This design comes from an exercise in tuning for small area on the open sky130 flow, not from production work.
Function was checked by simulation only, so behaviour that the tests miss may differ from the original.
The clock port is modelled as an ideal driver, which makes a skipped or thinned clock tree look cheaper than it is; a real chip needs a root buffer or a tree.
Power figures rest on the tool's default switching activity, not on a simulated workload.

==> run a <==
Design rgb_fpga, start of the top module:
module rgb_fpga(
    input clk,               
    input rst_n,
    output lcd_reset,
    output lcd_bl,
    output vs,
    output hs,
    output den,
    output [23:0] rgb,
    input btn_next_img
);
clock: 12.0 ns
lec_check: 0
abc_area: 1
cap_margin: 20
core_margin: 2
core_utilization: 50
place_density: 0.85
slew_margin: 20
standard.sh (not shown) runs the stock make flow with config.mk's settings and CLKGATE_MAP_FILE= SYNTH_SCRIPT=/design/flow/synth_recipe.tcl, a recipe that flattens the netlist after the stock synthesis.
==> flow/flow/run.sh <==
#!/bin/bash
# Own layout flow: the standard ORFS flow with
#  - a stronger ABC area script for the combinational logic (registers are
#    mapped by the standard synthesis steps, unchanged),
#  - the smallest buffer on each input and output port,
#  - CTS without dummy loads and with small clock buffers.
# Each tool's output goes to the ORFS logs under orfs/logs and to the log
# files written here.
set -euo pipefail
W=$(pwd)
F=$W/flow
export MY_ABC_SCRIPT=$F/abc_area.script
make -C "$FLOW_HOME" DESIGN_CONFIG=$W/config.mk WORK_HOME=$W/orfs CLKGATE_MAP_FILE= \
  SYNTH_SCRIPT=$F/synth.tcl POST_CTS_TCL=$F/post_cts.tcl \
  "BUFFER_PORTS_ARGS=-buffer_cell sky130_fd_sc_hd__buf_1" \
  "CTS_ARGS=-sink_clustering_enable -repair_clock_nets -dont_use_dummy_load -buf_list sky130_fd_sc_hd__clkbuf_4" \
  finish > $W/make_finish.log 2>&1
R=$W/orfs/results/$FLOW_PLATFORM/rgb_fpga/base
: # left out here: write the final layout as DEF
==> flow/flow/abc_area.script <==
strash
dc2
balance -l
resub -K 6 -l
rewrite -l
resub -K 6 -N 2 -l
refactor -l
resub -K 8 -l
balance -l
resub -K 8 -N 2 -l
rewrite -l
resub -K 10 -l
rewrite -z -l
resub -K 10 -N 2 -l
balance -l
resub -K 12 -l
refactor -z -l
resub -K 12 -N 2 -l
rewrite -z -l
balance -l
dch -f
amap -m
==> flow/flow/post_cts.tcl <==
set block [ord::get_db_block]
set clk_net [$block findNet clk]
set root ""
foreach it [$clk_net getITerms] {
  if { [$it getIoType] == "INPUT" } { set root [$it getInst] }
}
if { $root == "" } { error "no clock root buffer found" }
set root_net [[$root findITerm X] getNet]
set leaves {}
foreach it [$root_net getITerms] {
  if { [$it getIoType] == "INPUT" } { lappend leaves $it }
}
if { [llength $leaves] > 4 } { error "root drives [llength $leaves] pins" }
foreach it $leaves {
  $it disconnect
  $it connect $clk_net
}
puts "post_cts: removed root [$root getName]; clock port drives [llength $leaves] leaf buffers"
odb::dbInst_destroy $root
odb::dbNet_destroy $root_net
# One tie cell drives both constant outputs (conb_1 has a HI and a LO pin).
set ties {}
foreach inst [$block getInsts] {
  if { [[$inst getMaster] getName] == "sky130_fd_sc_hd__conb_1" } { lappend ties $inst }
}
if { [llength $ties] == 2 } {
  set keep [lindex $ties 0]
  set drop [lindex $ties 1]
  foreach pin {HI LO} {
    set dn [[$drop findITerm $pin] getNet]
    if { $dn != "NULL" } {
      set kn [[$keep findITerm $pin] getNet]
      if { $kn != "NULL" } { error "tie cells: both drive $pin" }
      [$drop findITerm $pin] disconnect
      [$keep findITerm $pin] connect $dn
    }
  }
  puts "post_cts: merged tie cell [$drop getName] into [$keep getName]"
  odb::dbInst_destroy $drop
}
detailed_placement
estimate_parasitics -placement
set slew_target 0.115
set up_master [[ord::get_db] findMaster sky130_fd_sc_hd__clkbuf_8]
foreach it $leaves {
  set leaf [$it getInst]
  set out [[$leaf findITerm X] getNet]
  set worst 0.0
  foreach sit [$out getITerms] {
    if { [$sit getIoType] != "INPUT" } { continue }
    set pin [get_pins "[[$sit getInst] getName]/[[$sit getMTerm] getName]"]
    set s [get_property $pin slew_max]
    if { $s > $worst } { set worst $s }
  }
  puts "post_cts: leaf [$leaf getName] ([[$leaf getMaster] getName]) worst sink slew $worst"
  if { $worst > $slew_target } {
    $leaf swapMaster $up_master
    puts "post_cts: upsized [$leaf getName] to [$up_master getName]"
  }
}
detailed_placement
check_placement -verbose
estimate_parasitics -placement
report_clock_skew
==> flow/flow/synth.tcl <==
# The standard synthesis script, with ABC run on a stronger area script.
proc synth {args} { yosys synth -nofsm -noshare {*}$args }
proc abc {args} {
  set i [lsearch -exact $args -script]
  if { $i >= 0 } { lset args [expr { $i + 1 }] $::env(MY_ABC_SCRIPT) }
  yosys abc {*}$args
}
# Leave adders to ABC rather than mapping them to half and full adder cells.
set ::env(ADDER_MAP_FILE) ""
source $::env(SCRIPTS_DIR)/synth.tcl
# left out here: clear keep_hierarchy, flatten, clean up, hide names made inside functions, write 1_2_yosys.v
==> run b: changes against run a <==
--- a/flow/flow/run.sh
+++ b/flow/flow/run.sh
@@ -11,9 +11,9 @@
 F=$W/flow
 export MY_ABC_SCRIPT=$F/abc_area.script
 make -C "$FLOW_HOME" DESIGN_CONFIG=$W/config.mk WORK_HOME=$W/orfs CLKGATE_MAP_FILE= \
-  SYNTH_SCRIPT=$F/synth.tcl POST_CTS_TCL=$F/post_cts.tcl \
+  SYNTH_SCRIPT=$F/synth.tcl \
   "BUFFER_PORTS_ARGS=-buffer_cell sky130_fd_sc_hd__buf_1" \
-  "CTS_ARGS=-sink_clustering_enable -repair_clock_nets -dont_use_dummy_load -buf_list sky130_fd_sc_hd__clkbuf_4" \
+  "CTS_ARGS=-sink_clustering_enable -repair_clock_nets -dont_use_dummy_load -buf_list sky130_fd_sc_hd__clkbuf_16 -sink_clustering_size 50 -sink_clustering_max_diameter 1000" \
   finish > $W/make_finish.log 2>&1
 R=$W/orfs/results/$FLOW_PLATFORM/rgb_fpga/base
 : # left out here: write the final layout as DEF
==> flow/flow/abc_area.script (replaced) <==
strash
&get -n
&fraig -x
&put
scorr
dc2
strash
&get -n
&dch -f
&nf -a -R 1000
&put
--- a/flow/flow/synth.tcl
+++ b/flow/flow/synth.tcl
@@ -5,7 +5,5 @@
   if { $i >= 0 } { lset args [expr { $i + 1 }] $::env(MY_ABC_SCRIPT) }
   yosys abc {*}$args
 }
-# Leave adders to ABC rather than mapping them to half and full adder cells.
-set ::env(ADDER_MAP_FILE) ""
 source $::env(SCRIPTS_DIR)/synth.tcl
 # left out here: clear keep_hierarchy, flatten, clean up, hide names made inside functions, write 1_2_yosys.v
CORE_UTILIZATION = 70   (was 50)
PLACE_DENSITY = default   (was 0.85)
removed: flow/flow/post_cts.tcl
==> run c: changes against run a <==
--- a/flow/flow/run.sh
+++ b/flow/flow/run.sh
@@ -10,10 +10,11 @@
 W=$(pwd)
 F=$W/flow
 export MY_ABC_SCRIPT=$F/abc_area.script
+export MY_CLK_ROOT_BUF=sky130_fd_sc_hd__clkbuf_16
 make -C "$FLOW_HOME" DESIGN_CONFIG=$W/config.mk WORK_HOME=$W/orfs CLKGATE_MAP_FILE= \
-  SYNTH_SCRIPT=$F/synth.tcl POST_CTS_TCL=$F/post_cts.tcl \
+  SYNTH_SCRIPT=$F/synth.tcl \
   "BUFFER_PORTS_ARGS=-buffer_cell sky130_fd_sc_hd__buf_1" \
-  "CTS_ARGS=-sink_clustering_enable -repair_clock_nets -dont_use_dummy_load -buf_list sky130_fd_sc_hd__clkbuf_4" \
+  "CTS_ARGS=-sink_clustering_enable -repair_clock_nets -dont_use_dummy_load -buf_list sky130_fd_sc_hd__clkbuf_8" \
   finish > $W/make_finish.log 2>&1
 R=$W/orfs/results/$FLOW_PLATFORM/rgb_fpga/base
 : # left out here: write the final layout as DEF
==> flow/flow/post_cts.tcl (replaced) <==
# Replace the clock tree CTS built (a root buffer and a level of leaf
# buffers) by a single buffer that drives every register clock pin.
set block [ord::get_db_block]
set clk_net [$block findNet clk]
set root ""
foreach it [$clk_net getITerms] {
  if { [$it getIoType] == "INPUT" } { set root [$it getInst] }
}
if { $root == "" } { error "no clock root buffer found" }
set root_net [[$root findITerm X] getNet]
set leaves {}
foreach it [$root_net getITerms] {
  if { [$it getIoType] == "INPUT" } {
    set inst [$it getInst]
    if { [string match "*clkbuf*" [[$inst getMaster] getName]] } { lappend leaves $inst }
  }
}
puts "post_cts: root [$root getName], [llength $leaves] leaf buffers"
foreach leaf $leaves {
  set lnet [[$leaf findITerm X] getNet]
  set sinks {}
  foreach sit [$lnet getITerms] {
    if { [$sit getInst] != $leaf } { lappend sinks $sit }
  }
  foreach sit $sinks {
    $sit disconnect
    $sit connect $root_net
  }
  odb::dbInst_destroy $leaf
  odb::dbNet_destroy $lnet
}
set m [[ord::get_db] findMaster $::env(MY_CLK_ROOT_BUF)]
$root swapMaster $m
puts "post_cts: root is now [[$root getMaster] getName] driving [llength [$root_net getITerms]] pins"
detailed_placement
check_placement -verbose
estimate_parasitics -placement
report_clock_skew
PLACE_DENSITY = default   (was 0.85)
==> run d: changes against run a <==
--- a/flow/flow/run.sh
+++ b/flow/flow/run.sh
@@ -11,9 +11,9 @@
 F=$W/flow
 export MY_ABC_SCRIPT=$F/abc_area.script
 make -C "$FLOW_HOME" DESIGN_CONFIG=$W/config.mk WORK_HOME=$W/orfs CLKGATE_MAP_FILE= \
-  SYNTH_SCRIPT=$F/synth.tcl POST_CTS_TCL=$F/post_cts.tcl \
+  SYNTH_SCRIPT=$F/synth.tcl \
   "BUFFER_PORTS_ARGS=-buffer_cell sky130_fd_sc_hd__buf_1" \
-  "CTS_ARGS=-sink_clustering_enable -repair_clock_nets -dont_use_dummy_load -buf_list sky130_fd_sc_hd__clkbuf_4" \
+  "CTS_ARGS=-sink_clustering_enable -repair_clock_nets -dont_use_dummy_load -buf_list sky130_fd_sc_hd__clkbuf_8" \
   finish > $W/make_finish.log 2>&1
 R=$W/orfs/results/$FLOW_PLATFORM/rgb_fpga/base
 : # left out here: write the final layout as DEF
--- a/flow/flow/abc_area.script
+++ b/flow/flow/abc_area.script
@@ -19,4 +19,4 @@
 rewrite -z -l
 balance -l
 dch -f
-amap -m
+amap
--- a/flow/flow/synth.tcl
+++ b/flow/flow/synth.tcl
@@ -5,7 +5,5 @@
   if { $i >= 0 } { lset args [expr { $i + 1 }] $::env(MY_ABC_SCRIPT) }
   yosys abc {*}$args
 }
-# Leave adders to ABC rather than mapping them to half and full adder cells.
-set ::env(ADDER_MAP_FILE) ""
 source $::env(SCRIPTS_DIR)/synth.tcl
 # left out here: clear keep_hierarchy, flatten, clean up, hide names made inside functions, write 1_2_yosys.v
CORE_UTILIZATION = 70   (was 50)
PLACE_DENSITY = default   (was 0.85)
removed: flow/flow/post_cts.tcl
==> comparison <==
- Of run b and run d, run b has the higher area after synthesis (gap 0.29%, measured against run d).
- First-iteration DRC count: run d is smaller than run a (4.4%).
- In run a the global-route usage is lower than in run b, by 8.3 points.
- Against run a, the cell count of run c is higher by 0.93%.
- Against run c, the cell area of run a is smaller by about 1.6%.
- In run b the synthesized cell count is larger than in run a, by 5.4%.
- Die area: run b is smaller than run c (16%).
- The highest total power belongs to run b, the lowest to run a.

## separate check: timing with driven ports
The flow's constraints put no driver on any port. The routed layouts listed below were extracted and timed again, unchanged, in two steps.
Step 1 assumes that a clkbuf_16 drives the clock port and a buf_2 every other input.
Step 2 also shifts input and output timing later by t, the mid clock arrival at the registers, as if the neighbouring blocks saw the same clock.
Three values: no drivers, after step 1, after step 2; two values: the first two.
run	shift t [ns]	setup WS [ns]	hold slack, ns
run a	0.200	5.932 / 5.883 / 6.083	0.354 / 0.354 / 0.354
run b	0.308	5.787 / 5.756 / 6.064	0.354 / 0.354 / 0.354
run c	0.314	5.957 / 5.931 / 6.245	0.359 / 0.359 / 0.359
run d	0.316	5.657 / 5.634 / 5.950	0.389 / 0.389 / 0.389
After both steps setup and hold are still met in every run listed.
